Background: an optimization exercise with open tools, aiming at small area and a short achievable clock period. Do not read the settings as production practice. The RTL was checked by simulation tests, not by an equivalence proof against the original design.

==> flow/design.v <==
module hsv_fa (input a, input b, input c, output s, output co);
    assign s = a ^ b ^ c;
    assign co = (a & b) | (c & (a ^ b));
endmodule
module hsv_ha (input a, input b, output s, output co);
    assign s = a ^ b;
    assign co = a & b;
endmodule
module hsv_han (input a, input b, output s, output co);
    assign s = ~(a ^ b);
    assign co = a | b;
endmodule
module hsv2rgb_pipe (
        input clk,
        input rst_n,
        input in_valid,
        input [7:0] h,
        input [7:0] s,
        input [7:0] v,
        output reg out_valid,
        output reg [7:0] r,
        output reg [7:0] g,
        output reg [7:0] b
    );
    reg vld0, vld1, vld2;
    reg [7:0] h0, s0, v0;
    wire [2:0] region = (h0 >= 8'd215) ? 3'd5 : (h0 >= 8'd172) ? 3'd4 :
                        (h0 >= 8'd129) ? 3'd3 : (h0 >= 8'd86) ? 3'd2 :
                        (h0 >= 8'd43) ? 3'd1 : 3'd0;
    wire [6:0] h3 = h0[6:0] + {h0[5:0], 1'b0};
    wire [6:0] k3 = h3 - {4'd0, region};
    wire even = ~region[0];
    wire [7:0] x_c = {k3 ^ {7{even}}, even};
    wire [2:0] sel_c = (s0 == 8'd0) ? 3'd7 : region;
    reg [2:0] sel1;
    reg [7:0] x1, s1;
    reg [7:0] nv1;       
    wire [7:0] u_c, p_c;
    wire mu_pp01 = s1[0] & x1[1];
    wire mu_pp02 = s1[0] & x1[2];
    wire mu_pp03 = s1[0] & x1[3];
    wire mu_pp04 = s1[0] & x1[4];
    wire mu_pp05 = s1[0] & x1[5];
    wire mu_pp06 = s1[0] & x1[6];
    wire mu_pp07 = s1[0] & x1[7];
    wire mu_pp10 = s1[1] & x1[0];
    wire mu_pp11 = s1[1] & x1[1];
    wire mu_pp12 = s1[1] & x1[2];
    wire mu_pp13 = s1[1] & x1[3];
    wire mu_pp14 = s1[1] & x1[4];
    wire mu_pp15 = s1[1] & x1[5];
    wire mu_pp16 = s1[1] & x1[6];
    wire mu_pp17 = s1[1] & x1[7];
    wire mu_pp20 = s1[2] & x1[0];
    wire mu_pp21 = s1[2] & x1[1];
    wire mu_pp22 = s1[2] & x1[2];
    wire mu_pp23 = s1[2] & x1[3];
    wire mu_pp24 = s1[2] & x1[4];
    wire mu_pp25 = s1[2] & x1[5];
    wire mu_pp26 = s1[2] & x1[6];
    wire mu_pp27 = s1[2] & x1[7];
    wire mu_pp30 = s1[3] & x1[0];
    wire mu_pp31 = s1[3] & x1[1];
    wire mu_pp32 = s1[3] & x1[2];
    wire mu_pp33 = s1[3] & x1[3];
    wire mu_pp34 = s1[3] & x1[4];
    wire mu_pp35 = s1[3] & x1[5];
    wire mu_pp36 = s1[3] & x1[6];
    wire mu_pp37 = s1[3] & x1[7];
    wire mu_pp40 = s1[4] & x1[0];
    wire mu_pp41 = s1[4] & x1[1];
    wire mu_pp42 = s1[4] & x1[2];
    wire mu_pp43 = s1[4] & x1[3];
    wire mu_pp44 = s1[4] & x1[4];
    wire mu_pp45 = s1[4] & x1[5];
    wire mu_pp46 = s1[4] & x1[6];
    wire mu_pp47 = s1[4] & x1[7];
    wire mu_pp50 = s1[5] & x1[0];
    wire mu_pp51 = s1[5] & x1[1];
    wire mu_pp52 = s1[5] & x1[2];
    wire mu_pp53 = s1[5] & x1[3];
    wire mu_pp54 = s1[5] & x1[4];
    wire mu_pp55 = s1[5] & x1[5];
    wire mu_pp56 = s1[5] & x1[6];
    wire mu_pp57 = s1[5] & x1[7];
    wire mu_pp60 = s1[6] & x1[0];
    wire mu_pp61 = s1[6] & x1[1];
    wire mu_pp62 = s1[6] & x1[2];
    wire mu_pp63 = s1[6] & x1[3];
    wire mu_pp64 = s1[6] & x1[4];
    wire mu_pp65 = s1[6] & x1[5];
    wire mu_pp66 = s1[6] & x1[6];
    wire mu_pp67 = s1[6] & x1[7];
    wire mu_pp70 = s1[7] & x1[0];
    wire mu_pp71 = s1[7] & x1[1];
    wire mu_pp72 = s1[7] & x1[2];
    wire mu_pp73 = s1[7] & x1[3];
    wire mu_pp74 = s1[7] & x1[4];
    wire mu_pp75 = s1[7] & x1[5];
    wire mu_pp76 = s1[7] & x1[6];
    wire mu_pp77 = s1[7] & x1[7];
    wire mu_t1, mu_t2;
    hsv_ha mu_t1_ha (.a(mu_pp06), .b(mu_pp15), .s(mu_t1), .co(mu_t2));
    wire mu_t3, mu_t4;
    hsv_fa mu_t3_fa (.a(mu_pp07), .b(mu_pp16), .c(mu_pp25), .s(mu_t3), .co(mu_t4));
    wire mu_t5, mu_t6;
    hsv_ha mu_t5_ha (.a(mu_pp34), .b(mu_pp43), .s(mu_t5), .co(mu_t6));
    wire mu_t7, mu_t8;
    hsv_fa mu_t7_fa (.a(mu_pp17), .b(mu_pp26), .c(mu_pp35), .s(mu_t7), .co(mu_t8));
    wire mu_t9, mu_t10;
    hsv_ha mu_t9_ha (.a(mu_pp44), .b(mu_pp53), .s(mu_t9), .co(mu_t10));
    wire mu_t11, mu_t12;
    hsv_fa mu_t11_fa (.a(mu_pp27), .b(mu_pp36), .c(mu_pp45), .s(mu_t11), .co(mu_t12));
    wire mu_t13, mu_t14;
    hsv_ha mu_t13_ha (.a(mu_pp04), .b(mu_pp13), .s(mu_t13), .co(mu_t14));
    wire mu_t15, mu_t16;
    hsv_fa mu_t15_fa (.a(mu_pp05), .b(mu_pp14), .c(mu_pp23), .s(mu_t15), .co(mu_t16));
    wire mu_t17, mu_t18;
    hsv_ha mu_t17_ha (.a(mu_pp32), .b(mu_pp41), .s(mu_t17), .co(mu_t18));
    wire mu_t19, mu_t20;
    hsv_fa mu_t19_fa (.a(mu_pp24), .b(mu_pp33), .c(mu_pp42), .s(mu_t19), .co(mu_t20));
    wire mu_t21, mu_t22;
    hsv_fa mu_t21_fa (.a(mu_pp51), .b(mu_pp60), .c(mu_t1), .s(mu_t21), .co(mu_t22));
    wire mu_t23, mu_t24;
    hsv_fa mu_t23_fa (.a(mu_pp52), .b(mu_pp61), .c(mu_pp70), .s(mu_t23), .co(mu_t24));
    wire mu_t25, mu_t26;
    hsv_fa mu_t25_fa (.a(mu_t2), .b(mu_t5), .c(mu_t3), .s(mu_t25), .co(mu_t26));
    wire mu_t27, mu_t28;
    hsv_fa mu_t27_fa (.a(mu_pp62), .b(mu_pp71), .c(mu_t6), .s(mu_t27), .co(mu_t28));
    wire mu_t29, mu_t30;
    hsv_fa mu_t29_fa (.a(mu_t9), .b(mu_t4), .c(mu_t7), .s(mu_t29), .co(mu_t30));
    wire mu_t31, mu_t32;
    hsv_fa mu_t31_fa (.a(mu_pp54), .b(mu_pp63), .c(mu_pp72), .s(mu_t31), .co(mu_t32));
    wire mu_t33, mu_t34;
    hsv_fa mu_t33_fa (.a(mu_t10), .b(mu_t8), .c(mu_t11), .s(mu_t33), .co(mu_t34));
    wire mu_t35, mu_t36;
    hsv_fa mu_t35_fa (.a(mu_pp37), .b(mu_pp46), .c(mu_pp55), .s(mu_t35), .co(mu_t36));
    wire mu_t37, mu_t38;
    hsv_fa mu_t37_fa (.a(mu_pp64), .b(mu_pp73), .c(mu_t12), .s(mu_t37), .co(mu_t38));
    wire mu_t39, mu_t40;
    hsv_fa mu_t39_fa (.a(mu_pp47), .b(mu_pp56), .c(mu_pp65), .s(mu_t39), .co(mu_t40));
    wire mu_t41, mu_t42;
    hsv_ha mu_t41_ha (.a(mu_pp03), .b(mu_pp12), .s(mu_t41), .co(mu_t42));
    wire mu_t43, mu_t44;
    hsv_fa mu_t43_fa (.a(mu_pp22), .b(mu_pp31), .c(mu_pp40), .s(mu_t43), .co(mu_t44));
    wire mu_t45, mu_t46;
    hsv_fa mu_t45_fa (.a(mu_pp50), .b(mu_t14), .c(mu_t17), .s(mu_t45), .co(mu_t46));
    wire mu_t47, mu_t48;
    hsv_fa mu_t47_fa (.a(mu_t18), .b(mu_t16), .c(mu_t19), .s(mu_t47), .co(mu_t48));
    wire mu_t49, mu_t50;
    hsv_fa mu_t49_fa (.a(mu_t20), .b(mu_t23), .c(mu_t22), .s(mu_t49), .co(mu_t50));
    wire mu_t51, mu_t52;
    hsv_fa mu_t51_fa (.a(mu_t24), .b(mu_t27), .c(mu_t26), .s(mu_t51), .co(mu_t52));
    wire mu_t53, mu_t54;
    hsv_fa mu_t53_fa (.a(mu_t31), .b(mu_t28), .c(mu_t30), .s(mu_t53), .co(mu_t54));
    wire mu_t55, mu_t56;
    hsv_fa mu_t55_fa (.a(mu_t32), .b(mu_t35), .c(mu_t37), .s(mu_t55), .co(mu_t56));
    wire mu_t57, mu_t58;
    hsv_fa mu_t57_fa (.a(mu_pp74), .b(mu_t36), .c(mu_t39), .s(mu_t57), .co(mu_t58));
    wire mu_t59, mu_t60;
    hsv_fa mu_t59_fa (.a(mu_pp57), .b(mu_pp66), .c(mu_pp75), .s(mu_t59), .co(mu_t60));
    wire mu_t61, mu_t62;
    hsv_ha mu_t61_ha (.a(mu_pp02), .b(mu_pp11), .s(mu_t61), .co(mu_t62));
    wire mu_t63, mu_t64;
    hsv_fa mu_t63_fa (.a(mu_pp21), .b(mu_pp30), .c(mu_t41), .s(mu_t63), .co(mu_t64));
    wire mu_t65, mu_t66;
    hsv_fa mu_t65_fa (.a(mu_t42), .b(mu_t13), .c(mu_t43), .s(mu_t65), .co(mu_t66));
    wire mu_t67, mu_t68;
    hsv_fa mu_t67_fa (.a(mu_t44), .b(mu_t15), .c(mu_t45), .s(mu_t67), .co(mu_t68));
    wire mu_t69, mu_t70;
    hsv_fa mu_t69_fa (.a(mu_t46), .b(mu_t21), .c(mu_t47), .s(mu_t69), .co(mu_t70));
    wire mu_t71, mu_t72;
    hsv_fa mu_t71_fa (.a(mu_t48), .b(mu_t25), .c(mu_t49), .s(mu_t71), .co(mu_t72));
    wire mu_t73, mu_t74;
    hsv_fa mu_t73_fa (.a(mu_t29), .b(mu_t50), .c(mu_t51), .s(mu_t73), .co(mu_t74));
    wire mu_t75, mu_t76;
    hsv_fa mu_t75_fa (.a(mu_t33), .b(mu_t52), .c(mu_t53), .s(mu_t75), .co(mu_t76));
    wire mu_t77, mu_t78;
    hsv_fa mu_t77_fa (.a(mu_t34), .b(mu_t55), .c(mu_t54), .s(mu_t77), .co(mu_t78));
    wire mu_t79, mu_t80;
    hsv_fa mu_t79_fa (.a(mu_t38), .b(mu_t57), .c(mu_t56), .s(mu_t79), .co(mu_t80));
    wire mu_t81, mu_t82;
    hsv_fa mu_t81_fa (.a(mu_t40), .b(mu_t59), .c(mu_t58), .s(mu_t81), .co(mu_t82));
    wire mu_t83, mu_t84;
    hsv_fa mu_t83_fa (.a(mu_pp67), .b(mu_pp76), .c(mu_t60), .s(mu_t83), .co(mu_t84));
    wire mu_c2 = mu_pp01 & mu_pp10;
    wire mu_c3 = (mu_t61 & mu_pp20) | (mu_c2 & (mu_t61 | mu_pp20));
    wire mu_c4 = (mu_t62 & mu_t63) | (mu_c3 & (mu_t62 | mu_t63));
    wire mu_c5 = (mu_t64 & mu_t65) | (mu_c4 & (mu_t64 | mu_t65));
    wire [10:0] mu_ra = {1'b0, mu_t84, mu_t82, mu_t80, mu_t78, mu_t76, mu_t74, mu_t72, mu_t70, mu_t68, mu_t66};
    wire [10:0] mu_rb = {1'b0, mu_pp77, mu_t83, mu_t81, mu_t79, mu_t77, mu_t75, mu_t73, mu_t71, mu_t69, mu_t67};
    wire [10:0] mu_sum = mu_ra + mu_rb + {10'd0, mu_c5};
    assign u_c = mu_sum[10:3];
    wire mp_pp01 = ~(nv1[0] | s1[1]);
    wire mp_pp02 = ~(nv1[0] | s1[2]);
    wire mp_pp03 = ~(nv1[0] | s1[3]);
    wire mp_pp04 = ~(nv1[0] | s1[4]);
    wire mp_pp05 = ~(nv1[0] | s1[5]);
    wire mp_pp06 = ~(nv1[0] | s1[6]);
    wire mp_pp07 = ~(nv1[0] | s1[7]);
    wire mp_pp10 = ~(nv1[1] | s1[0]);
    wire mp_pp11 = ~(nv1[1] | s1[1]);
    wire mp_pp12 = ~(nv1[1] | s1[2]);
    wire mp_pp13 = ~(nv1[1] | s1[3]);
    wire mp_pp14 = ~(nv1[1] | s1[4]);
    wire mp_pp15 = ~(nv1[1] | s1[5]);
    wire mp_pp16 = ~(nv1[1] | s1[6]);
    wire mp_pp17 = ~(nv1[1] | s1[7]);
    wire mp_pp20 = ~(nv1[2] | s1[0]);
    wire mp_pp21 = ~(nv1[2] | s1[1]);
    wire mp_pp22 = ~(nv1[2] | s1[2]);
    wire mp_pp23 = ~(nv1[2] | s1[3]);
    wire mp_pp24 = ~(nv1[2] | s1[4]);
    wire mp_pp25 = ~(nv1[2] | s1[5]);
    wire mp_pp26 = ~(nv1[2] | s1[6]);
    wire mp_pp27 = ~(nv1[2] | s1[7]);
    wire mp_pp30 = ~(nv1[3] | s1[0]);
    wire mp_pp31 = ~(nv1[3] | s1[1]);
    wire mp_pp32 = ~(nv1[3] | s1[2]);
    wire mp_pp33 = ~(nv1[3] | s1[3]);
    wire mp_pp34 = ~(nv1[3] | s1[4]);
    wire mp_pp35 = ~(nv1[3] | s1[5]);
    wire mp_pp36 = ~(nv1[3] | s1[6]);
    wire mp_pp37 = ~(nv1[3] | s1[7]);
    wire mp_pp40 = ~(nv1[4] | s1[0]);
    wire mp_pp41 = ~(nv1[4] | s1[1]);
    wire mp_pp42 = ~(nv1[4] | s1[2]);
    wire mp_pp43 = ~(nv1[4] | s1[3]);
    wire mp_pp44 = ~(nv1[4] | s1[4]);
    wire mp_pp45 = ~(nv1[4] | s1[5]);
    wire mp_pp46 = ~(nv1[4] | s1[6]);
    wire mp_pp47 = ~(nv1[4] | s1[7]);
    wire mp_pp50 = ~(nv1[5] | s1[0]);
    wire mp_pp51 = ~(nv1[5] | s1[1]);
    wire mp_pp52 = ~(nv1[5] | s1[2]);
    wire mp_pp53 = ~(nv1[5] | s1[3]);
    wire mp_pp54 = ~(nv1[5] | s1[4]);
    wire mp_pp55 = ~(nv1[5] | s1[5]);
    wire mp_pp56 = ~(nv1[5] | s1[6]);
    wire mp_pp57 = ~(nv1[5] | s1[7]);
    wire mp_pp60 = ~(nv1[6] | s1[0]);
    wire mp_pp61 = ~(nv1[6] | s1[1]);
    wire mp_pp62 = ~(nv1[6] | s1[2]);
    wire mp_pp63 = ~(nv1[6] | s1[3]);
    wire mp_pp64 = ~(nv1[6] | s1[4]);
    wire mp_pp65 = ~(nv1[6] | s1[5]);
    wire mp_pp66 = ~(nv1[6] | s1[6]);
    wire mp_pp67 = ~(nv1[6] | s1[7]);
    wire mp_pp70 = ~(nv1[7] | s1[0]);
    wire mp_pp71 = ~(nv1[7] | s1[1]);
    wire mp_pp72 = ~(nv1[7] | s1[2]);
    wire mp_pp73 = ~(nv1[7] | s1[3]);
    wire mp_pp74 = ~(nv1[7] | s1[4]);
    wire mp_pp75 = ~(nv1[7] | s1[5]);
    wire mp_pp76 = ~(nv1[7] | s1[6]);
    wire mp_pp77 = ~(nv1[7] | s1[7]);
    wire mp_t1, mp_t2;
    hsv_ha mp_t1_ha (.a(mp_pp06), .b(mp_pp15), .s(mp_t1), .co(mp_t2));
    wire mp_t3, mp_t4;
    hsv_fa mp_t3_fa (.a(mp_pp07), .b(mp_pp16), .c(mp_pp25), .s(mp_t3), .co(mp_t4));
    wire mp_t5, mp_t6;
    hsv_ha mp_t5_ha (.a(mp_pp34), .b(mp_pp43), .s(mp_t5), .co(mp_t6));
    wire mp_t7, mp_t8;
    hsv_fa mp_t7_fa (.a(mp_pp17), .b(mp_pp26), .c(mp_pp35), .s(mp_t7), .co(mp_t8));
    wire mp_t9, mp_t10;
    hsv_ha mp_t9_ha (.a(mp_pp44), .b(mp_pp53), .s(mp_t9), .co(mp_t10));
    wire mp_t11, mp_t12;
    hsv_fa mp_t11_fa (.a(mp_pp27), .b(mp_pp36), .c(mp_pp45), .s(mp_t11), .co(mp_t12));
    wire mp_t13, mp_t14;
    hsv_ha mp_t13_ha (.a(mp_pp04), .b(mp_pp13), .s(mp_t13), .co(mp_t14));
    wire mp_t15, mp_t16;
    hsv_fa mp_t15_fa (.a(mp_pp05), .b(mp_pp14), .c(mp_pp23), .s(mp_t15), .co(mp_t16));
    wire mp_t17, mp_t18;
    hsv_ha mp_t17_ha (.a(mp_pp32), .b(mp_pp41), .s(mp_t17), .co(mp_t18));
    wire mp_t19, mp_t20;
    hsv_fa mp_t19_fa (.a(mp_pp24), .b(mp_pp33), .c(mp_pp42), .s(mp_t19), .co(mp_t20));
    wire mp_t21, mp_t22;
    hsv_fa mp_t21_fa (.a(mp_pp51), .b(mp_pp60), .c(mp_t1), .s(mp_t21), .co(mp_t22));
    wire mp_t23, mp_t24;
    hsv_fa mp_t23_fa (.a(mp_pp52), .b(mp_pp61), .c(mp_pp70), .s(mp_t23), .co(mp_t24));
    wire mp_t25, mp_t26;
    hsv_fa mp_t25_fa (.a(mp_t2), .b(mp_t5), .c(mp_t3), .s(mp_t25), .co(mp_t26));
    wire mp_t27, mp_t28;
    hsv_fa mp_t27_fa (.a(mp_pp62), .b(mp_pp71), .c(mp_t6), .s(mp_t27), .co(mp_t28));
    wire mp_t29, mp_t30;
    hsv_fa mp_t29_fa (.a(mp_t9), .b(mp_t4), .c(mp_t7), .s(mp_t29), .co(mp_t30));
    wire mp_t31, mp_t32;
    hsv_fa mp_t31_fa (.a(mp_pp54), .b(mp_pp63), .c(mp_pp72), .s(mp_t31), .co(mp_t32));
    wire mp_t33, mp_t34;
    hsv_fa mp_t33_fa (.a(mp_t10), .b(mp_t8), .c(mp_t11), .s(mp_t33), .co(mp_t34));
    wire mp_t35, mp_t36;
    hsv_fa mp_t35_fa (.a(mp_pp37), .b(mp_pp46), .c(mp_pp55), .s(mp_t35), .co(mp_t36));
    wire mp_t37, mp_t38;
    hsv_fa mp_t37_fa (.a(mp_pp64), .b(mp_pp73), .c(mp_t12), .s(mp_t37), .co(mp_t38));
    wire mp_t39, mp_t40;
    hsv_fa mp_t39_fa (.a(mp_pp47), .b(mp_pp56), .c(mp_pp65), .s(mp_t39), .co(mp_t40));
    wire mp_t41, mp_t42;
    hsv_ha mp_t41_ha (.a(mp_pp03), .b(mp_pp12), .s(mp_t41), .co(mp_t42));
    wire mp_t43, mp_t44;
    hsv_fa mp_t43_fa (.a(mp_pp22), .b(mp_pp31), .c(mp_pp40), .s(mp_t43), .co(mp_t44));
    wire mp_t45, mp_t46;
    hsv_fa mp_t45_fa (.a(mp_pp50), .b(mp_t14), .c(mp_t17), .s(mp_t45), .co(mp_t46));
    wire mp_t47, mp_t48;
    hsv_fa mp_t47_fa (.a(mp_t18), .b(mp_t16), .c(mp_t19), .s(mp_t47), .co(mp_t48));
    wire mp_t49, mp_t50;
    hsv_fa mp_t49_fa (.a(mp_t20), .b(mp_t23), .c(mp_t22), .s(mp_t49), .co(mp_t50));
    wire mp_t51, mp_t52;
    hsv_fa mp_t51_fa (.a(mp_t24), .b(mp_t27), .c(mp_t26), .s(mp_t51), .co(mp_t52));
    wire mp_t53, mp_t54;
    hsv_fa mp_t53_fa (.a(mp_t31), .b(mp_t28), .c(mp_t30), .s(mp_t53), .co(mp_t54));
    wire mp_t55, mp_t56;
    hsv_fa mp_t55_fa (.a(mp_t32), .b(mp_t35), .c(mp_t37), .s(mp_t55), .co(mp_t56));
    wire mp_t57, mp_t58;
    hsv_fa mp_t57_fa (.a(mp_pp74), .b(mp_t36), .c(mp_t39), .s(mp_t57), .co(mp_t58));
    wire mp_t59, mp_t60;
    hsv_fa mp_t59_fa (.a(mp_pp57), .b(mp_pp66), .c(mp_pp75), .s(mp_t59), .co(mp_t60));
    wire mp_t61, mp_t62;
    hsv_ha mp_t61_ha (.a(mp_pp02), .b(mp_pp11), .s(mp_t61), .co(mp_t62));
    wire mp_t63, mp_t64;
    hsv_fa mp_t63_fa (.a(mp_pp21), .b(mp_pp30), .c(mp_t41), .s(mp_t63), .co(mp_t64));
    wire mp_t65, mp_t66;
    hsv_fa mp_t65_fa (.a(mp_t42), .b(mp_t13), .c(mp_t43), .s(mp_t65), .co(mp_t66));
    wire mp_t67, mp_t68;
    hsv_fa mp_t67_fa (.a(mp_t44), .b(mp_t15), .c(mp_t45), .s(mp_t67), .co(mp_t68));
    wire mp_t69, mp_t70;
    hsv_fa mp_t69_fa (.a(mp_t46), .b(mp_t21), .c(mp_t47), .s(mp_t69), .co(mp_t70));
    wire mp_t71, mp_t72;
    hsv_fa mp_t71_fa (.a(mp_t48), .b(mp_t25), .c(mp_t49), .s(mp_t71), .co(mp_t72));
    wire mp_t73, mp_t74;
    hsv_fa mp_t73_fa (.a(mp_t29), .b(mp_t50), .c(mp_t51), .s(mp_t73), .co(mp_t74));
    wire mp_t75, mp_t76;
    hsv_fa mp_t75_fa (.a(mp_t33), .b(mp_t52), .c(mp_t53), .s(mp_t75), .co(mp_t76));
    wire mp_t77, mp_t78;
    hsv_fa mp_t77_fa (.a(mp_t34), .b(mp_t55), .c(mp_t54), .s(mp_t77), .co(mp_t78));
    wire mp_t79, mp_t80;
    hsv_fa mp_t79_fa (.a(mp_t38), .b(mp_t57), .c(mp_t56), .s(mp_t79), .co(mp_t80));
    wire mp_t81, mp_t82;
    hsv_fa mp_t81_fa (.a(mp_t40), .b(mp_t59), .c(mp_t58), .s(mp_t81), .co(mp_t82));
    wire mp_t83, mp_t84;
    hsv_fa mp_t83_fa (.a(mp_pp67), .b(mp_pp76), .c(mp_t60), .s(mp_t83), .co(mp_t84));
    wire mp_c2 = mp_pp01 & mp_pp10;
    wire mp_c3 = (mp_t61 & mp_pp20) | (mp_c2 & (mp_t61 | mp_pp20));
    wire mp_c4 = (mp_t62 & mp_t63) | (mp_c3 & (mp_t62 | mp_t63));
    wire mp_c5 = (mp_t64 & mp_t65) | (mp_c4 & (mp_t64 | mp_t65));
    wire [10:0] mp_ra = {1'b0, mp_t84, mp_t82, mp_t80, mp_t78, mp_t76, mp_t74, mp_t72, mp_t70, mp_t68, mp_t66};
    wire [10:0] mp_rb = {1'b0, mp_pp77, mp_t83, mp_t81, mp_t79, mp_t77, mp_t75, mp_t73, mp_t71, mp_t69, mp_t67};
    wire [10:0] mp_sum = mp_ra + mp_rb + {10'd0, mp_c5};
    assign p_c = mp_sum[10:3];
    reg [2:0] sel2;
    reg [7:0] u2, p2;
    reg [7:0] nv2;       
    wire [7:0] w_c;
    wire mw_pp01 = ~(nv2[0] | u2[1]);
    wire mw_pp02 = ~(nv2[0] | u2[2]);
    wire mw_pp03 = ~(nv2[0] | u2[3]);
    wire mw_pp04 = ~(nv2[0] | u2[4]);
    wire mw_pp05 = ~(nv2[0] | u2[5]);
    wire mw_pp06 = ~(nv2[0] | u2[6]);
    wire mw_pp07 = ~(nv2[0] | u2[7]);
    wire mw_pp10 = ~(nv2[1] | u2[0]);
    wire mw_pp11 = ~(nv2[1] | u2[1]);
    wire mw_pp12 = ~(nv2[1] | u2[2]);
    wire mw_pp13 = ~(nv2[1] | u2[3]);
    wire mw_pp14 = ~(nv2[1] | u2[4]);
    wire mw_pp15 = ~(nv2[1] | u2[5]);
    wire mw_pp16 = ~(nv2[1] | u2[6]);
    wire mw_pp17 = ~(nv2[1] | u2[7]);
    wire mw_pp20 = ~(nv2[2] | u2[0]);
    wire mw_pp21 = ~(nv2[2] | u2[1]);
    wire mw_pp22 = ~(nv2[2] | u2[2]);
    wire mw_pp23 = ~(nv2[2] | u2[3]);
    wire mw_pp24 = ~(nv2[2] | u2[4]);
    wire mw_pp25 = ~(nv2[2] | u2[5]);
    wire mw_pp26 = ~(nv2[2] | u2[6]);
    wire mw_pp27 = ~(nv2[2] | u2[7]);
    wire mw_pp30 = ~(nv2[3] | u2[0]);
    wire mw_pp31 = ~(nv2[3] | u2[1]);
    wire mw_pp32 = ~(nv2[3] | u2[2]);
    wire mw_pp33 = ~(nv2[3] | u2[3]);
    wire mw_pp34 = ~(nv2[3] | u2[4]);
    wire mw_pp35 = ~(nv2[3] | u2[5]);
    wire mw_pp36 = ~(nv2[3] | u2[6]);
    wire mw_pp37 = ~(nv2[3] | u2[7]);
    wire mw_pp40 = ~(nv2[4] | u2[0]);
    wire mw_pp41 = ~(nv2[4] | u2[1]);
    wire mw_pp42 = ~(nv2[4] | u2[2]);
    wire mw_pp43 = ~(nv2[4] | u2[3]);
    wire mw_pp44 = ~(nv2[4] | u2[4]);
    wire mw_pp45 = ~(nv2[4] | u2[5]);
    wire mw_pp46 = ~(nv2[4] | u2[6]);
    wire mw_pp47 = ~(nv2[4] | u2[7]);
    wire mw_pp50 = ~(nv2[5] | u2[0]);
    wire mw_pp51 = ~(nv2[5] | u2[1]);
    wire mw_pp52 = ~(nv2[5] | u2[2]);
    wire mw_pp53 = ~(nv2[5] | u2[3]);
    wire mw_pp54 = ~(nv2[5] | u2[4]);
    wire mw_pp55 = ~(nv2[5] | u2[5]);
    wire mw_pp56 = ~(nv2[5] | u2[6]);
    wire mw_pp57 = ~(nv2[5] | u2[7]);
    wire mw_pp60 = ~(nv2[6] | u2[0]);
    wire mw_pp61 = ~(nv2[6] | u2[1]);
    wire mw_pp62 = ~(nv2[6] | u2[2]);
    wire mw_pp63 = ~(nv2[6] | u2[3]);
    wire mw_pp64 = ~(nv2[6] | u2[4]);
    wire mw_pp65 = ~(nv2[6] | u2[5]);
    wire mw_pp66 = ~(nv2[6] | u2[6]);
    wire mw_pp67 = ~(nv2[6] | u2[7]);
    wire mw_pp70 = ~(nv2[7] | u2[0]);
    wire mw_pp71 = ~(nv2[7] | u2[1]);
    wire mw_pp72 = ~(nv2[7] | u2[2]);
    wire mw_pp73 = ~(nv2[7] | u2[3]);
    wire mw_pp74 = ~(nv2[7] | u2[4]);
    wire mw_pp75 = ~(nv2[7] | u2[5]);
    wire mw_pp76 = ~(nv2[7] | u2[6]);
    wire mw_pp77 = ~(nv2[7] | u2[7]);
    wire mw_t1, mw_t2;
    hsv_ha mw_t1_ha (.a(mw_pp06), .b(mw_pp15), .s(mw_t1), .co(mw_t2));
    wire mw_t3, mw_t4;
    hsv_fa mw_t3_fa (.a(mw_pp07), .b(mw_pp16), .c(mw_pp25), .s(mw_t3), .co(mw_t4));
    wire mw_t5, mw_t6;
    hsv_ha mw_t5_ha (.a(mw_pp34), .b(mw_pp43), .s(mw_t5), .co(mw_t6));
    wire mw_t7, mw_t8;
    hsv_fa mw_t7_fa (.a(mw_pp17), .b(mw_pp26), .c(mw_pp35), .s(mw_t7), .co(mw_t8));
    wire mw_t9, mw_t10;
    hsv_ha mw_t9_ha (.a(mw_pp44), .b(mw_pp53), .s(mw_t9), .co(mw_t10));
    wire mw_t11, mw_t12;
    hsv_fa mw_t11_fa (.a(mw_pp27), .b(mw_pp36), .c(mw_pp45), .s(mw_t11), .co(mw_t12));
    wire mw_t13, mw_t14;
    hsv_ha mw_t13_ha (.a(mw_pp04), .b(mw_pp13), .s(mw_t13), .co(mw_t14));
    wire mw_t15, mw_t16;
    hsv_fa mw_t15_fa (.a(mw_pp05), .b(mw_pp14), .c(mw_pp23), .s(mw_t15), .co(mw_t16));
    wire mw_t17, mw_t18;
    hsv_ha mw_t17_ha (.a(mw_pp32), .b(mw_pp41), .s(mw_t17), .co(mw_t18));
    wire mw_t19, mw_t20;
    hsv_fa mw_t19_fa (.a(mw_pp24), .b(mw_pp33), .c(mw_pp42), .s(mw_t19), .co(mw_t20));
    wire mw_t21, mw_t22;
    hsv_fa mw_t21_fa (.a(mw_pp51), .b(mw_pp60), .c(mw_t1), .s(mw_t21), .co(mw_t22));
    wire mw_t23, mw_t24;
    hsv_fa mw_t23_fa (.a(mw_pp52), .b(mw_pp61), .c(mw_pp70), .s(mw_t23), .co(mw_t24));
    wire mw_t25, mw_t26;
    hsv_fa mw_t25_fa (.a(mw_t2), .b(mw_t5), .c(mw_t3), .s(mw_t25), .co(mw_t26));
    wire mw_t27, mw_t28;
    hsv_fa mw_t27_fa (.a(mw_pp62), .b(mw_pp71), .c(mw_t6), .s(mw_t27), .co(mw_t28));
    wire mw_t29, mw_t30;
    hsv_fa mw_t29_fa (.a(mw_t9), .b(mw_t4), .c(mw_t7), .s(mw_t29), .co(mw_t30));
    wire mw_t31, mw_t32;
    hsv_fa mw_t31_fa (.a(mw_pp54), .b(mw_pp63), .c(mw_pp72), .s(mw_t31), .co(mw_t32));
    wire mw_t33, mw_t34;
    hsv_fa mw_t33_fa (.a(mw_t10), .b(mw_t8), .c(mw_t11), .s(mw_t33), .co(mw_t34));
    wire mw_t35, mw_t36;
    hsv_fa mw_t35_fa (.a(mw_pp37), .b(mw_pp46), .c(mw_pp55), .s(mw_t35), .co(mw_t36));
    wire mw_t37, mw_t38;
    hsv_fa mw_t37_fa (.a(mw_pp64), .b(mw_pp73), .c(mw_t12), .s(mw_t37), .co(mw_t38));
    wire mw_t39, mw_t40;
    hsv_fa mw_t39_fa (.a(mw_pp47), .b(mw_pp56), .c(mw_pp65), .s(mw_t39), .co(mw_t40));
    wire mw_t41, mw_t42;
    hsv_ha mw_t41_ha (.a(mw_pp03), .b(mw_pp12), .s(mw_t41), .co(mw_t42));
    wire mw_t43, mw_t44;
    hsv_fa mw_t43_fa (.a(mw_pp22), .b(mw_pp31), .c(mw_pp40), .s(mw_t43), .co(mw_t44));
    wire mw_t45, mw_t46;
    hsv_fa mw_t45_fa (.a(mw_pp50), .b(mw_t14), .c(mw_t17), .s(mw_t45), .co(mw_t46));
    wire mw_t47, mw_t48;
    hsv_fa mw_t47_fa (.a(mw_t18), .b(mw_t16), .c(mw_t19), .s(mw_t47), .co(mw_t48));
    wire mw_t49, mw_t50;
    hsv_fa mw_t49_fa (.a(mw_t20), .b(mw_t23), .c(mw_t22), .s(mw_t49), .co(mw_t50));
    wire mw_t51, mw_t52;
    hsv_fa mw_t51_fa (.a(mw_t24), .b(mw_t27), .c(mw_t26), .s(mw_t51), .co(mw_t52));
    wire mw_t53, mw_t54;
    hsv_fa mw_t53_fa (.a(mw_t31), .b(mw_t28), .c(mw_t30), .s(mw_t53), .co(mw_t54));
    wire mw_t55, mw_t56;
    hsv_fa mw_t55_fa (.a(mw_t32), .b(mw_t35), .c(mw_t37), .s(mw_t55), .co(mw_t56));
    wire mw_t57, mw_t58;
    hsv_fa mw_t57_fa (.a(mw_pp74), .b(mw_t36), .c(mw_t39), .s(mw_t57), .co(mw_t58));
    wire mw_t59, mw_t60;
    hsv_fa mw_t59_fa (.a(mw_pp57), .b(mw_pp66), .c(mw_pp75), .s(mw_t59), .co(mw_t60));
    wire mw_t61, mw_t62;
    hsv_ha mw_t61_ha (.a(mw_pp02), .b(mw_pp11), .s(mw_t61), .co(mw_t62));
    wire mw_t63, mw_t64;
    hsv_fa mw_t63_fa (.a(mw_pp21), .b(mw_pp30), .c(mw_t41), .s(mw_t63), .co(mw_t64));
    wire mw_t65, mw_t66;
    hsv_fa mw_t65_fa (.a(mw_t42), .b(mw_t13), .c(mw_t43), .s(mw_t65), .co(mw_t66));
    wire mw_t67, mw_t68;
    hsv_fa mw_t67_fa (.a(mw_t44), .b(mw_t15), .c(mw_t45), .s(mw_t67), .co(mw_t68));
    wire mw_t69, mw_t70;
    hsv_fa mw_t69_fa (.a(mw_t46), .b(mw_t21), .c(mw_t47), .s(mw_t69), .co(mw_t70));
    wire mw_t71, mw_t72;
    hsv_fa mw_t71_fa (.a(mw_t48), .b(mw_t25), .c(mw_t49), .s(mw_t71), .co(mw_t72));
    wire mw_t73, mw_t74;
    hsv_fa mw_t73_fa (.a(mw_t29), .b(mw_t50), .c(mw_t51), .s(mw_t73), .co(mw_t74));
    wire mw_t75, mw_t76;
    hsv_fa mw_t75_fa (.a(mw_t33), .b(mw_t52), .c(mw_t53), .s(mw_t75), .co(mw_t76));
    wire mw_t77, mw_t78;
    hsv_fa mw_t77_fa (.a(mw_t34), .b(mw_t55), .c(mw_t54), .s(mw_t77), .co(mw_t78));
    wire mw_t79, mw_t80;
    hsv_fa mw_t79_fa (.a(mw_t38), .b(mw_t57), .c(mw_t56), .s(mw_t79), .co(mw_t80));
    wire mw_t81, mw_t82;
    hsv_fa mw_t81_fa (.a(mw_t40), .b(mw_t59), .c(mw_t58), .s(mw_t81), .co(mw_t82));
    wire mw_t83, mw_t84;
    hsv_fa mw_t83_fa (.a(mw_pp67), .b(mw_pp76), .c(mw_t60), .s(mw_t83), .co(mw_t84));
    wire mw_c2 = mw_pp01 & mw_pp10;
    wire mw_c3 = (mw_t61 & mw_pp20) | (mw_c2 & (mw_t61 | mw_pp20));
    wire mw_c4 = (mw_t62 & mw_t63) | (mw_c3 & (mw_t62 | mw_t63));
    wire mw_c5 = (mw_t64 & mw_t65) | (mw_c4 & (mw_t64 | mw_t65));
    wire [10:0] mw_ra = {1'b0, mw_t84, mw_t82, mw_t80, mw_t78, mw_t76, mw_t74, mw_t72, mw_t70, mw_t68, mw_t66};
    wire [10:0] mw_rb = {1'b0, mw_pp77, mw_t83, mw_t81, mw_t79, mw_t77, mw_t75, mw_t73, mw_t71, mw_t69, mw_t67};
    wire [10:0] mw_sum = mw_ra + mw_rb + {10'd0, mw_c5};
    assign w_c = mw_sum[10:3];
    reg [2:0] wsel;
    reg [2:0] vsel;
    always @* begin
        case (sel2)
            3'd0: begin wsel = 3'b010; vsel = 3'b100; end
            3'd1: begin wsel = 3'b100; vsel = 3'b010; end
            3'd2: begin wsel = 3'b001; vsel = 3'b010; end
            3'd3: begin wsel = 3'b010; vsel = 3'b001; end
            3'd4: begin wsel = 3'b100; vsel = 3'b001; end
            3'd5: begin wsel = 3'b001; vsel = 3'b100; end
            default: begin wsel = 3'b000; vsel = 3'b111; end
        endcase
    end
    wire [7:0] v2 = ~nv2;
    wire [7:0] r_n = vsel[2] ? v2 : p2;
    wire [7:0] g_n = vsel[1] ? v2 : p2;
    wire [7:0] b_n = vsel[0] ? v2 : p2;
    always @(posedge clk or negedge rst_n) begin
        if (!rst_n) begin
            vld0 <= 1'b0;
            vld1 <= 1'b0;
            vld2 <= 1'b0;
            out_valid <= 1'b0;
        end else begin
            vld0 <= in_valid;
            vld1 <= vld0;
            vld2 <= vld1;
            out_valid <= vld2;
        end
    end
    always @(posedge clk) begin
        h0 <= h;
        s0 <= s;
        v0 <= v;
        sel1 <= sel_c;
        x1 <= x_c;
        s1 <= s0;
        nv1 <= ~v0;
        sel2 <= sel1;
        u2 <= u_c;
        p2 <= p_c;
        nv2 <= nv1;
        r <= wsel[2] ? w_c : r_n;
        g <= wsel[1] ? w_c : g_n;
        b <= wsel[0] ? w_c : b_n;
    end
endmodule
==> flow/flow/run.sh <==
#!/bin/bash
set -euo pipefail
export BUFFER_PORTS_ARGS="-buffer_cell sky130_fd_sc_hd__buf_1"
bash standard.sh SETUP_SLACK_MARGIN=10.7 finish > standard.log 2>&1
==> flow/standard.sh <==
#!/bin/bash
# synth_recipe.tcl (not shown) runs the flow's synth.tcl, then flattens the netlist and writes it again
# the make line also repeats each setting of config.mk as NAME=value (left out here)
make -C /OpenROAD-flow-scripts/flow DESIGN_CONFIG=/design/flow/config.mk WORK_HOME=/design/flow/orfs CLKGATE_MAP_FILE= SYNTH_SCRIPT=/design/flow/synth_recipe.tcl "${@:-finish}"
==> flow/config.mk <==
export PLATFORM = sky130hd
export DESIGN_NAME = hsv2rgb_pipe
export DESIGN_NICKNAME = hsv2rgb_pipe
export VERILOG_FILES = /design/flow/design.v
export SDC_FILE = /design/flow/constraint.sdc
export NUM_CORES = 4
export LEC_CHECK = 0
export CAP_MARGIN = 20
export CORE_MARGIN = 2
export CORE_UTILIZATION = 40
export CTS_BUF_LIST = sky130_fd_sc_hd__clkbuf_8
export SLEW_MARGIN = 20
export SYNTH_HIERARCHICAL = 1
export SYNTH_MINIMUM_KEEP_SIZE = 0
==> flow/constraint.sdc <==
create_clock -name core_clock -period 15.0 [get_ports {clk}]
set_input_delay 3.0000 -clock core_clock [delete_from_list [all_inputs] [get_ports {clk}]]
set_output_delay 3.0000 -clock core_clock [all_outputs]
set_load 0.01 [all_outputs]
==> flow_metrics.env, run 1 <==
export IMPL_synthArstFlopShare_pct=3.77
export IMPL_wl_um=17400
export IMPL_path_class="register to register"
export IMPL_viasPerCell=5.13
export IMPL_area_delta_synth_final_pct=8.30
export IMPL_die_h_um=146
export IMPL_r2r_setup_slack_ps=10890
export IMPL_final_cell_area_um2=8710
export IMPL_synth_lib_cells_used_distinct=60
export IMPL_die_area_um2=21200
export IMPL_drtPass1Iterations=5
export IMPL_finClkSkew_ps=20.5
export IMPL_ys_seq_area_share_pct=26.6
export IMPL_ys_warnings_count=7
export IMPL_drive_gt1_share_pct=6.23
export IMPL_synth_edf_count=0
export IMPL_io_pins=52
export IMPL_grt_max_degree=23
export IMPL_required_ps=15260
export IMPL_period_needed_ps=4110
export IMPL_place_ws_ps=10520
export IMPL_synth_top_cell_area_share_pct=26.9
export IMPL_path_clk_slew_ps=110
export IMPL_place_inst=1100
export IMPL_hold_slack_ps=350
export IMPL_cts_tree="yes"
export IMPL_netlist_top_cells_count="162 x nor2_1, 108 x fa_1, 102 x dfxtp_1"
export IMPL_finalWeightedCongestion=0.851
export IMPL_cts_max_level=3
export IMPL_max_stage_delay_ps=510
export IMPL_cts_buffers=9
export IMPL_io_buffers=51
export IMPL_drv_slew=0
export IMPL_cp_max_fo=8
export IMPL_synth_seq_cells=106
export IMPL_grt_overflow=0
export IMPL_setup_viol=0
export IMPL_dr_first_iter_drc_count=349
export IMPL_dp_hpwl_um=13500
export IMPL_core_area_um2=19600
export IMPL_setup_tns_ps=0
export IMPL_grt_pass1_vias=5940
export IMPL_initial_core_util_pct=41.0
export IMPL_num_vias=5727
export IMPL_drv_cap=0
export IMPL_finalCritPeriodShare_pct=27.4
export IMPL_crit_path_cell_trace="nor2_1 > fa_1 > fa_1 > fa_1 > fa_1 > ha_1 > a21o_1 > a21oi_4 > o2bb2ai_1 > a311o_2 > xnor2_2 > a21oi_1"
export IMPL_yosysMostFrequentCell="nor2_1"
export IMPL_worst_path_max_delay_cell="fa_1"
export IMPL_postSynthCellCount=821
export IMPL_cts_root_buffer="clkbuf_8"
export IMPL_hold_class="register to register"
export IMPL_numClockSinks=106
export IMPL_post_cts_resized=7
export IMPL_cp_arrival_ps=4370
export IMPL_fin_nets=1050
export IMPL_rsz0062_at_grt="false"
export IMPL_rows=51
export IMPL_instances_no_fill=1116
export IMPL_drcViolationCount=0
export IMPL_status="complete, no violations"
export IMPL_fmax_ghz=0.243
export IMPL_syn_area_per_cell_um2=9.79
export IMPL_post_cts_buffers=0
export IMPL_dieWidth_um=146
export IMPL_clk_latency_ps=400
export IMPL_setup_worst_path_end_class="register"
export IMPL_grt_pass1_wl_um=29800
export IMPL_slew_headroom_pct=43.9
export IMPL_antenna_found_initial=0
export IMPL_grt_usage_pct=17.1
export IMPL_ant_nets=0
export IMPL_synth_area_um2=8040
export IMPL_yosys_area_top_type="fa_1"
export IMPL_clockBufferDepth=2
export IMPL_worst_slack_ps=10890
export IMPL_cpMostUsedCell="fa_1"
export IMPL_tightest_slew_ps=840
export IMPL_n_antenna_cell=0
export IMPL_crit_path_start_kind="register"
export IMPL_yosys_top_cells_area="fa_1 27%, dfxtp_1 25%, ha_1 11%"
export IMPL_routedWlPerCell_um=15.6
export IMPL_hold_violations=0
export IMPL_place_area_um2=8430
export IMPL_holdBufCountCts=0
export IMPL_synth_top_flop_cell="dfxtp_1"
export IMPL_synth_nets=1025
metrics by stage:
stage	util, %
finish	44.4
global route	44.4
CTS	44.2
detailed placement	43.0
global placement	43.0
floorplan	-
Yosys stat by module (local to each module, per instance):
module / flops+latches / cell area (um2)
hsv_fa: 0 / 20.0
hsv_ha: 0 / 12.5
hsv2rgb_pipe: 106 / 5670
cell type report:
class                           instances  area [um2]
Fill cell                            1963       10900
Multi-Input combinational cell        640        5630
Sequential cell                       106        2180
Tap cell                              265         332
Timing Repair Buffer                   56         229
Clock buffer                            9         124
Inverter                               33         124
Clock inverter                          7        91.3
path summary, 6_finish.rpt:
path,startpoint,to,cells after the start
max reg2reg,u2[7],r[6],12
max,u2[7],r[6],12
min,s0[1],s1[1],0
min in group asynchronous,rst_n,vld0,1
min reg2reg,s0[1],s1[1],0
max in group asynchronous,rst_n,vld1,1
critical path, delay by kind of cell, from the launching register on:
family	cells	cell delay, ps
XOR/XNOR	1	180
AO/OA/AOI/OAI	5	1100
flip-flops	1	420
AND/OR/NAND/NOR	1	90
adder cells (fa/ha/maj)	5	2180
cell usage in the layout, fill, tap and decap left out, types with 9 or more instances in the layout:
cell | netlist | layout
nor2_1 | 162 | 161
o21ai_0 | 16 | 16
xnor2_1 | 14 | 13
dfxtp_2 | 0 | 12
and2_1 | 61 | 61
nand2_1 | 30 | 30
xor2_1 | 9 | 9
a21o_1 | 11 | 11
a211oi_1 | 19 | 19
buf_1 | 0 | 51
clkbuf_8 | 0 | 9
ha_1 | 69 | 68
nor3_1 | 14 | 14
fa_1 | 108 | 108
dfxtp_1 | 102 | 85
inv_1 | 33 | 33
a21oi_1 | 35 | 33
cell families (layout without fill, tap and decap cells):
logic type	Yosys count	in the layout	share of synthesized area (%)
xor gates and xnor gates	23	23	2.51
and+or+nand+nor	303	303	17.5
muxes	2	2	0.249
adders and majority gates	177	177	37.6
AOI/OAI and AO/OA	135	135	11.8
DFF	106	106	26.6
buffers and inverters	75	105	3.66
per-layer routing:
layer  wire, um  GRT usage [%]
met4        207           3.97
met1       8330           23.2
met3        665           2.23
met5          0              0
met2       8190           29.0
registers in the layout (all words and copies together) (netlist names):
name,flops
b,8
g,8
h0,8
nv1,8
nv2,8
p2,8
r,8
s0,8
s1,8
u2,8
v0,8
x1,8
sel1,3
sel2,3
out_valid,1
vld0,1
vld1,1
vld2,1
==> run 2, diff against run 1 <==
--- a/flow/config.mk
+++ b/flow/config.mk
@@ -10,4 +10,5 @@
 export CORE_UTILIZATION = 40
 export CTS_BUF_LIST = sky130_fd_sc_hd__clkbuf_8
+export CTS_CLUSTER_SIZE = 15
 export SLEW_MARGIN = 20
 export SYNTH_HIERARCHICAL = 1
==> run 2 against run 1 <==
Still clean on timing, DRC and antenna. First-iteration DRC count unchanged. Flip-flop and latch count unchanged. Synthesized area stayed put. Maximum frequency unchanged. Highest routed layer unchanged.
==> flow_metrics.env, run 2 <==
export IMPL_grt_busiest_layer="met2"
export IMPL_yosys_top_cells_area="fa_1 27%, dfxtp_1 25%, ha_1 11%"
export IMPL_max_stage_delay_ps=510
export IMPL_crit_path_start_kind="register"
export IMPL_post_cts_buffers=0
export IMPL_numClockSinks=106
export IMPL_crit_path_cell_trace="nor2_1 > fa_1 > fa_1 > fa_1 > fa_1 > ha_1 > a21o_1 > a21oi_4 > o2bb2ai_1 > a311o_2 > xnor2_2 > a21oi_1"
export IMPL_slew_headroom_pct=43.9
export IMPL_dieWidth_um=146
export IMPL_cts_tree="yes"
export IMPL_yosysMostFrequentCell="nor2_1"
export IMPL_hold_violations=0
export IMPL_ant_nets=0
export IMPL_hold_class="register to register"
export IMPL_path_class="register to register"
export IMPL_synth_compound_area_share_pct=11.8
export IMPL_die_h_um=146
export IMPL_holdBufCountCts=0
export IMPL_synth_area_um2=8040
export IMPL_required_ps=15260
export IMPL_initial_core_util_pct=41.0
export IMPL_synthArstFlopShare_pct=3.77
export IMPL_path_clk_slew_ps=110
export IMPL_regArea_um2=2180
export IMPL_clk_latency_ps=400
export IMPL_tightest_slew_ps=840
export IMPL_final_common_cell="nor2_1"
export IMPL_finalWeightedCongestion=0.851
export IMPL_drtPass1Iterations=5
export IMPL_synth_nets=1025
export IMPL_drcViolationCount=0
export IMPL_cp_max_fo=8
export IMPL_viasPerCell=5.13
export IMPL_cts_buffers=9
export IMPL_synth_simple_area_share_pct=17.5
export IMPL_core_area_um2=19600
export IMPL_grt_max_degree=23
export IMPL_rows=51
export IMPL_min_from="s0[1]"
export IMPL_finClkSkew_ps=20.5
export IMPL_yosys_area_top_type="fa_1"
export IMPL_synth_fa_ha_area_share_pct=37.6
export IMPL_regToRegStartpoint="u2[7]"
export IMPL_wl_um=17400
export IMPL_dr_first_iter_drc_count=349
export IMPL_critical_path_top_delay_family="adder cells"
export IMPL_hold_slack_ps=350
export IMPL_r2r_end="r[6]"
export IMPL_io_buffers=51
export IMPL_grt_pass1_vias=5940
export IMPL_setup_worst_path_end_class="register"
export IMPL_grt_pass1_wl_um=29800
export IMPL_finalCritPeriodShare_pct=27.4
export IMPL_fillCellCount=1963
export IMPL_fin_nets=1050
export IMPL_final_cell_mix="161 x nor2_1, 108 x fa_1, 85 x dfxtp_1"
export IMPL_ys_warnings_count=7
export IMPL_rsz0062_at_grt="false"
export IMPL_routedWlPerCell_um=15.6
export IMPL_synth_top_flop_cell="dfxtp_1"
export IMPL_grt_usage_pct=17.1
export IMPL_cts_max_level=3
export IMPL_multi_input_area_um2=5630
export IMPL_postSynthCellCount=821
export IMPL_synth_seq_cells=106
export IMPL_worst_path_max_delay_cell="fa_1"
export IMPL_synth_lib_cells_used_distinct=60
export IMPL_met3_usage_pct=2.23
export IMPL_drv_cap=0
export IMPL_setup_tns_ps=0
export IMPL_synth_top_cell_area_share_pct=26.9
export IMPL_setup_viol=0
export IMPL_drv_slew=0
export IMPL_r2r_setup_slack_ps=10890
export IMPL_period_needed_ps=4110
export IMPL_synth_top_family_by_area="adder cells"
export IMPL_holdPathEnd="s1[1]"
export IMPL_syn_area_per_cell_um2=9.79
export IMPL_die_area_um2=21200
export IMPL_synth_xor_area_share_pct=2.51
export IMPL_num_vias=5727
export IMPL_status="complete, no violations"
export IMPL_cts_root_buffer="clkbuf_8"
export IMPL_grtUsageMet1_pct=23.2
export IMPL_cpMostUsedCell="fa_1"
export IMPL_clockBufferDepth=2
export IMPL_n_antenna_cell=0
export IMPL_io_pins=52
export IMPL_fmax_ghz=0.243
export IMPL_dp_hpwl_um=13500
export IMPL_area_delta_synth_final_pct=8.30
export IMPL_grt_use_met2_pct=29.0
export IMPL_netlist_top_cells_count="162 x nor2_1, 108 x fa_1, 102 x dfxtp_1"
export IMPL_grt_overflow=0
export IMPL_synthMuxAreaShare_pct=0.249
export IMPL_drive_gt1_share_pct=6.23
export IMPL_min_path_cells=0
export IMPL_ys_seq_area_share_pct=26.6
export IMPL_synth_edf_count=0
export IMPL_worstRegToRegCells=12
export IMPL_antenna_found_initial=0
export IMPL_crit_buf_inv=0
export IMPL_cp_arrival_ps=4370
-- run 2: cell families after synthesis --
group           count (synthesis)
flops                         106
buf+inv                        75
compound gates                135
mux                             2
xor+xnor                       23
simple gates                  303
fa+ha+maj                     177
-- run 2: cell type report --
type | count | share of cell area, %
well taps | 265 | 3.81
multi-input cells | 640 | 64.7
repair buffers | 56 | 2.63
clock inverters | 7 | 1.05
inverters | 33 | 1.42
flip-flops and latches | 106 | 25.0
clock buffers | 9 | 1.42
-- run 2: per-stage QoR --
| step | util (%) | instances | cell area (um2) | setup WS [ps] |
|---|---|---|---|---|
| final | 44.4 | 1116 | 8710 | 10890 |
| after global placement | 43.0 | 1100 | 8430 | 10600 |
| after CTS | 44.2 | 1116 | 8660 | 10750 |
| after floorplan | - | 821 | 8040 | 10830 |
| after global routing | 44.4 | 1116 | 8710 | 10700 |
| after detailed placement | 43.0 | 1100 | 8430 | 10520 |
-- run 2: timing repair --
action	in CTS	in global routing
gates resized for setup	7	20
endpoints found under the setup margin	8	15
endpoints found under the hold margin	0	0
-- run 2: per-module statistics from Yosys, one instance, submodules excluded --
| module | cell area (um2) | flops+latches | cells inside |
|---|---|---|---|
| hsv2rgb_pipe | 5670 | 106 | 695 |
| hsv_ha | 12.5 | 0 | 1 |
| hsv_fa | 20.0 | 0 | 1 |
-- run 2: worst max path at each step --
| stage | startpoint | to | slack (ps) | cells after the start |
|---|---|---|---|---|
| finish | u2[7] | r[6] | 10890 | 12 |
| floorplan | nv2[1] | b[7] | 10830 | 13 |
| global route | u2[7] | r[6] | 10700 | 12 |
| detailed placement | nv2[2] | r[6] | 10520 | 12 |
| global placement | nv2[2] | r[7] | 10600 | 12 |
| CTS | u2[6] | r[6] | 10750 | 12 |
-- run 2: worst register-to-register path, delay by kind of cell, from the launching register on --
family	cells	cell delay, ps
fa+ha+maj	5	2180
flops	1	420
compound gates	5	1100
xor+xnor	1	180
simple gates	1	90
-- run 2: layer usage --
layer	part of all wire [%]	up-vias	wire, um
met1	48	2790	8330
met4	1.2	0	207
met2	47	136	8190
met3	3.8	15	665
li1	-	2786	-
met5	0	-	0
==> run 3, diff against run 2 <==
--- a/flow/config.mk
+++ b/flow/config.mk
@@ -10,5 +10,5 @@
 export CORE_UTILIZATION = 40
 export CTS_BUF_LIST = sky130_fd_sc_hd__clkbuf_8
-export CTS_CLUSTER_SIZE = 15
+export CTS_CLUSTER_SIZE = 22
 export SLEW_MARGIN = 20
 export SYNTH_HIERARCHICAL = 1
==> run 3 against run 2 <==
Global-route usage stayed put. Worst setup slack stayed put. Die area stayed put. Critical path depth stayed put. Routed wire length stayed put. Register-to-register slack hardly changed.
==> flow_metrics.env, run 3 <==
export IMPL_core_area_um2=19600
export IMPL_grt_usage_pct=17.1
export IMPL_yosys_area_top_type="fa_1"
export IMPL_io_pins=52
export IMPL_routedWlPerCell_um=15.6
export IMPL_antenna_found_initial=0
export IMPL_initial_core_util_pct=41.0
export IMPL_yosys_top_cells_area="fa_1 27%, dfxtp_1 25%, ha_1 11%"
export IMPL_regToRegStartpoint="u2[7]"
export IMPL_rsz0062_at_grt="false"
export IMPL_crit_path_start_kind="register"
export IMPL_dieWidth_um=146
export IMPL_final_cell_mix="161 x nor2_1, 108 x fa_1, 85 x dfxtp_1"
export IMPL_hold_class="register to register"
export IMPL_required_ps=15260
export IMPL_finClkSkew_ps=20.5
export IMPL_status="complete, no violations"
export IMPL_r2r_end="r[6]"
export IMPL_final_cell_area_um2=8710
export IMPL_clockBufferDepth=2
export IMPL_synth_top_cell_area_share_pct=26.9
export IMPL_place_area_um2=8430
export IMPL_postSynthCellCount=821
export IMPL_viasPerCell=5.13
export IMPL_drv_cap=0
export IMPL_num_vias=5727
export IMPL_grt_pass1_vias=5940
export IMPL_area_delta_synth_final_pct=8.30
export IMPL_cp_max_fo=8
export IMPL_cpMostUsedCell="fa_1"
export IMPL_synth_top_flop_cell="dfxtp_1"
export IMPL_synthArstFlopShare_pct=3.77
export IMPL_cp_arrival_ps=4370
export IMPL_finalWeightedCongestion=0.851
export IMPL_synth_seq_cells=106
export IMPL_setup_worst_path_end_class="register"
export IMPL_worstRegToRegCells=12
export IMPL_min_path_cells=0
export IMPL_cts_max_level=3
export IMPL_hold_violations=0
export IMPL_dp_hpwl_um=13500
export IMPL_numClockSinks=106
export IMPL_holdBufCountCts=0
export IMPL_post_cts_buffers=0
export IMPL_drv_slew=0
export IMPL_place_inst=1100
export IMPL_max_stage_delay_ps=510
export IMPL_synth_lib_cells_used_distinct=60
export IMPL_multi_input_area_um2=5630
export IMPL_drtPass1Iterations=5
export IMPL_path_class="register to register"
export IMPL_holdPathEnd="s1[1]"
export IMPL_cts_buffers=9
export IMPL_critical_path_top_delay_family="adder cells"
export IMPL_finalCritPeriodShare_pct=27.4
export IMPL_post_cts_resized=7
export IMPL_crit_path_cell_trace="nor2_1 > fa_1 > fa_1 > fa_1 > fa_1 > ha_1 > a21o_1 > a21oi_4 > o2bb2ai_1 > a311o_2 > xnor2_2 > a21oi_1"
export IMPL_tightest_slew_ps=840
export IMPL_n_antenna_cell=0
export IMPL_cts_root_buffer="clkbuf_8"
export IMPL_grt_overflow=0
export IMPL_path_depth=12
export IMPL_min_from="s0[1]"
export IMPL_ys_warnings_count=7
export IMPL_rows=51
export IMPL_slew_headroom_pct=43.9
export IMPL_r2r_setup_slack_ps=10890
export IMPL_ys_seq_area_share_pct=26.6
export IMPL_synth_edf_count=0
export IMPL_drcViolationCount=0
export IMPL_fin_nets=1050
export IMPL_clk_latency_ps=400
export IMPL_setup_tns_ps=0
export IMPL_io_buffers=51
export IMPL_fmax_ghz=0.243
export IMPL_setup_viol=0
export IMPL_dr_first_iter_drc_count=349
export IMPL_yosysMostFrequentCell="nor2_1"
export IMPL_fillCellCount=1963
export IMPL_path_clk_slew_ps=110
export IMPL_die_h_um=146
export IMPL_instances_no_fill=1116
export IMPL_grt_pass1_wl_um=29800
export IMPL_syn_area_per_cell_um2=9.79
export IMPL_die_area_um2=21200
export IMPL_period_needed_ps=4110
export IMPL_hold_slack_ps=350
export IMPL_synth_area_um2=8040
export IMPL_final_common_cell="nor2_1"
export IMPL_synth_nets=1025
export IMPL_worst_path_max_delay_cell="fa_1"
export IMPL_crit_buf_inv=0
export IMPL_netlist_top_cells_count="162 x nor2_1, 108 x fa_1, 102 x dfxtp_1"
export IMPL_ant_nets=0
export IMPL_grt_max_degree=23
export IMPL_cts_tree="yes"
export IMPL_regArea_um2=2180
export IMPL_wl_um=17400
export IMPL_drive_gt1_share_pct=6.23
[run 3: cell counts in the layout (fill, tap and decap cells not counted)]
No cell type changed its count.
[run 3: per-module statistics from Yosys (local to each module, per instance)]
| module | cells | flops+latches |
|---|---|---|
| hsv2rgb_pipe | 695 | 106 |
| hsv_fa | 1 | 0 |
| hsv_ha | 1 | 0 |
[run 3: how the worst max path moves through the flow]
| stage | to | start | slack (ps) |
|---|---|---|---|
| after global placement | r[7] | nv2[2] | 10600 |
| final | r[6] | u2[7] | 10890 |
| after detailed placement | r[6] | nv2[2] | 10520 |
| after floorplan | b[7] | nv2[1] | 10830 |
| after CTS | r[6] | u2[6] | 10750 |
| after global routing | r[6] | u2[7] | 10700 |
[run 3: logic make-up after synthesis]
logic type,after synthesis,synth area share [%]
adders and majority gates,177,37.6
buffers and inverters,75,3.66
xor gates and xnor gates,23,2.51
AOI/OAI and AO/OA,135,11.8
muxes,2,0.249
DFF,106,26.6
and+or+nand+nor,303,17.5
[run 3: through the flow]
step / setup WS, ps / utilization, %
after global placement: 10600 / 43.0
after floorplan: 10830 / -
after detailed placement: 10520 / 43.0
after global routing: 10700 / 44.4
final: 10890 / 44.4
after CTS: 10750 / 44.2
[run 3: layer usage]
layer / vias up / global-route usage, % / share of wire, %
met4: 0 / 3.97 / 1.2
met5: - / 0 / 0
li1: 2786 / - / -
met2: 136 / 29.0 / 47
met1: 2790 / 23.2 / 48
met3: 15 / 2.23 / 3.8
[run 3: layout make-up]
| class | instances | share of cell area (%) |
|---|---|---|
| clock buffer | 9 | 1.42 |
| clock inverter | 7 | 1.05 |
| inverter | 33 | 1.42 |
| multi-input combinational | 640 | 64.7 |
| sequential | 106 | 25.0 |
| tap | 265 | 3.81 |
| timing repair buffer | 56 | 2.63 |
==> run 4, diff against run 3 <==
--- a/flow/config.mk
+++ b/flow/config.mk
@@ -9,6 +9,5 @@
 export CORE_MARGIN = 2
 export CORE_UTILIZATION = 40
-export CTS_BUF_LIST = sky130_fd_sc_hd__clkbuf_8
-export CTS_CLUSTER_SIZE = 22
+export CTS_BUF_LIST = sky130_fd_sc_hd__clkbuf_8 sky130_fd_sc_hd__clkbuf_16
 export SLEW_MARGIN = 20
 export SYNTH_HIERARCHICAL = 1
==> run 4 against run 3 <==
Still clean on timing, DRC and antenna. Maximum frequency grew 0.28%. Utilization grew 0.49 points. Final cell count is the same. Synthesized cell count is the same. Worst hold slack lost 4.6 ps. Sequential share of layout area shrank 0.34 points. Clock skew shrank 6.4 ps. First-iteration DRC count grew 11%. Cell area grew 1.1%. Critical path type unchanged.
==> flow_metrics.env, run 4 <==
export IMPL_grt_max_degree=23
export IMPL_drive_gt1_share_pct=6.11
export IMPL_cts_root_buffer="clkbuf_16"
export IMPL_synth_top_family_by_area="adder cells"
export IMPL_synth_fa_ha_area_share_pct=37.6
export IMPL_setup_viol=0
export IMPL_ant_nets=0
export IMPL_post_cts_buffers=0
export IMPL_synth_top_flop_cell="dfxtp_1"
export IMPL_synth_top_cell_area_share_pct=26.9
export IMPL_n_antenna_cell=0
export IMPL_synth_seq_cells=106
export IMPL_syn_area_per_cell_um2=9.79
export IMPL_dp_hpwl_um=13500
export IMPL_period_needed_ps=4100
export IMPL_yosysMostFrequentCell="nor2_1"
export IMPL_ys_warnings_count=7
export IMPL_instances_no_fill=1116
export IMPL_synthArstFlopShare_pct=3.77
export IMPL_synth_area_um2=8040
export IMPL_antenna_found_initial=0
export IMPL_yosys_area_top_type="fa_1"
export IMPL_area_delta_synth_final_pct=9.48
export IMPL_grt_pass1_vias=5933
export IMPL_hold_class="register to register"
export IMPL_drv_cap=0
export IMPL_drv_slew=0
export IMPL_synth_edf_count=0
export IMPL_crit_path_start_kind="register"
export IMPL_slew_headroom_pct=45.7
export IMPL_num_vias=5693
export IMPL_tightest_slew_ps=813
export IMPL_synth_xor_area_share_pct=2.51
export IMPL_final_cell_area_um2=8800
export IMPL_dr_first_iter_drc_count=387
export IMPL_drtPass1Iterations=5
export IMPL_grt_overflow=0
export IMPL_netlist_top_cells_count="162 x nor2_1, 108 x fa_1, 102 x dfxtp_1"
export IMPL_die_h_um=146
export IMPL_setup_worst_path_end_class="register"
export IMPL_path_class="register to register"
export IMPL_wl_um=17300
export IMPL_numClockSinks=106
export IMPL_die_area_um2=21200
export IMPL_initial_core_util_pct=41.0
export IMPL_finalCritPeriodShare_pct=27.3
export IMPL_status="complete, no violations"
export IMPL_synth_simple_area_share_pct=17.5
export IMPL_synth_nets=1025
export IMPL_setup_tns_ps=0
export IMPL_ys_seq_area_share_pct=26.6
export IMPL_grt_usage_pct=17.1
export IMPL_rows=51
export IMPL_cp_max_fo=8
export IMPL_cp_arrival_ps=4310
export IMPL_cts_buffers=9
export IMPL_synth_compound_area_share_pct=11.8
export IMPL_hold_violations=0
export IMPL_synth_lib_cells_used_distinct=60
export IMPL_io_pins=52
export IMPL_rsz0062_at_grt="false"
export IMPL_place_area_um2=8430
export IMPL_finalWeightedCongestion=0.851
export IMPL_yosys_top_cells_area="fa_1 27%, dfxtp_1 25%, ha_1 11%"
## run 4: cell counts after synthesis
Identical to the previous run, type by type.
## run 4: layer usage
| layer | up-vias | track usage [%] | wire, um |
|---|---|---|---|
| met3 | 14 | 2.04 | 659 |
| met1 | 2763 | 23.4 | 8240 |
| met4 | 0 | 4.71 | 186 |
| li1 | 2782 | - | - |
| met5 | - | 0 | 0 |
| met2 | 134 | 28.8 | 8230 |
## run 4: area by class of cell
cell class | instances | area, um2
clock buffers | 9 | 225
clock inverters | 7 | 91.3
fillers | 1943 | 10800
inverters | 33 | 124
multi-input cells | 640 | 5630
flip-flops and latches | 106 | 2170
well taps | 265 | 332
repair buffers | 56 | 229
## run 4: cells by family after synthesis
kind of cell               Yosys count
and+or+nand+nor                    303
adders and majority gates          177
AOI/OAI and AO/OA                  135
DFF                                106
buffers and inverters               75
xor gates and xnor gates            23
muxes                                2
## run 4: path summary, 6_finish.rpt
| kind | from | endpoint | slack [ps] | depth (start not counted) |
|---|---|---|---|---|
| max | u2[7] | r[6] | 10900 | 12 |
| min | s0[1] | s1[1] | 350 | 0 |
| max reg2reg | u2[7] | r[6] | 10900 | 12 |
| min reg2reg | s0[1] | s1[1] | 350 | 0 |
| max in group asynchronous | rst_n | vld1 | 12370 | 1 |
| min in group asynchronous | rst_n | vld0 | 2450 | 1 |
## run 4: metrics by stage
step | worst slack [ps] | util [%] | hold WS [ps]
after floorplan | 10830 | - | 310
after global placement | 10600 | 43.0 | 336
after detailed placement | 10520 | 43.0 | 336
after CTS | 10700 | 44.7 | 353
after global routing | 10700 | 44.9 | 349
final | 10900 | 44.9 | 345
## run 4: worst max-delay path, stage by stage (launching register included)
cell and delay [ps]:
dfxtp_2 410, nor2_1 90, fa_1 500, fa_1 410
fa_1 510, fa_1 410, ha_1 350, a21o_1 240
a21oi_4 220, o2bb2ai_1 130, a311o_2 410, xnor2_2 180
a21oi_1 100
## run 4: Yosys stat by module, one instance, submodules excluded
module | flops+latches | cells | copies in the design
hsv_fa | 0 | 1 | 105
hsv_ha | 0 | 1 | 21
hsv2rgb_pipe | 106 | 695 | 1
## run 4: what timing repair did
action	in CTS	in global routing
endpoints found under the setup margin	8	19
hold buffers	0	0
resized for setup	6	18
hold endpoints to repair	0	0

[port drivers added, routing unchanged]
Ports are ideal in the flow. The routed layouts listed here were re-timed in OpenROAD.
Step 1 (the two cells are an assumption about what drives the block):
set clk [get_ports {clk}]
set_driving_cell -lib_cell sky130_fd_sc_hd__clkbuf_16 $clk
set_driving_cell -lib_cell sky130_fd_sc_hd__buf_2 [delete_from_list [all_inputs] $clk]
Step 2 moves the port delays by t, midway between the first and last clock arrival at a register: inputs arrive t later, outputs are due t later. That takes back most of the time a late clock gives input paths.
Three values: ideal ports, drivers, drivers and shift; two values: the first two.
run | shift t [ns] | setup slack, ns | worst setup path at the end | worst data-port slew with drivers (ns)
run 1 | 0.426 | 10.892 / 10.892 / 10.892 | register to register | 0.03
run 2 | 0.426 | 10.892 / 10.892 / 10.892 | register to register | 0.03
run 3 | 0.426 | 10.892 / 10.892 / 10.892 | register to register | 0.03
run 4 | 0.401 | 10.903 / 10.903 / 10.903 | register to register | 0.03
After both steps every run listed still meets setup and hold.
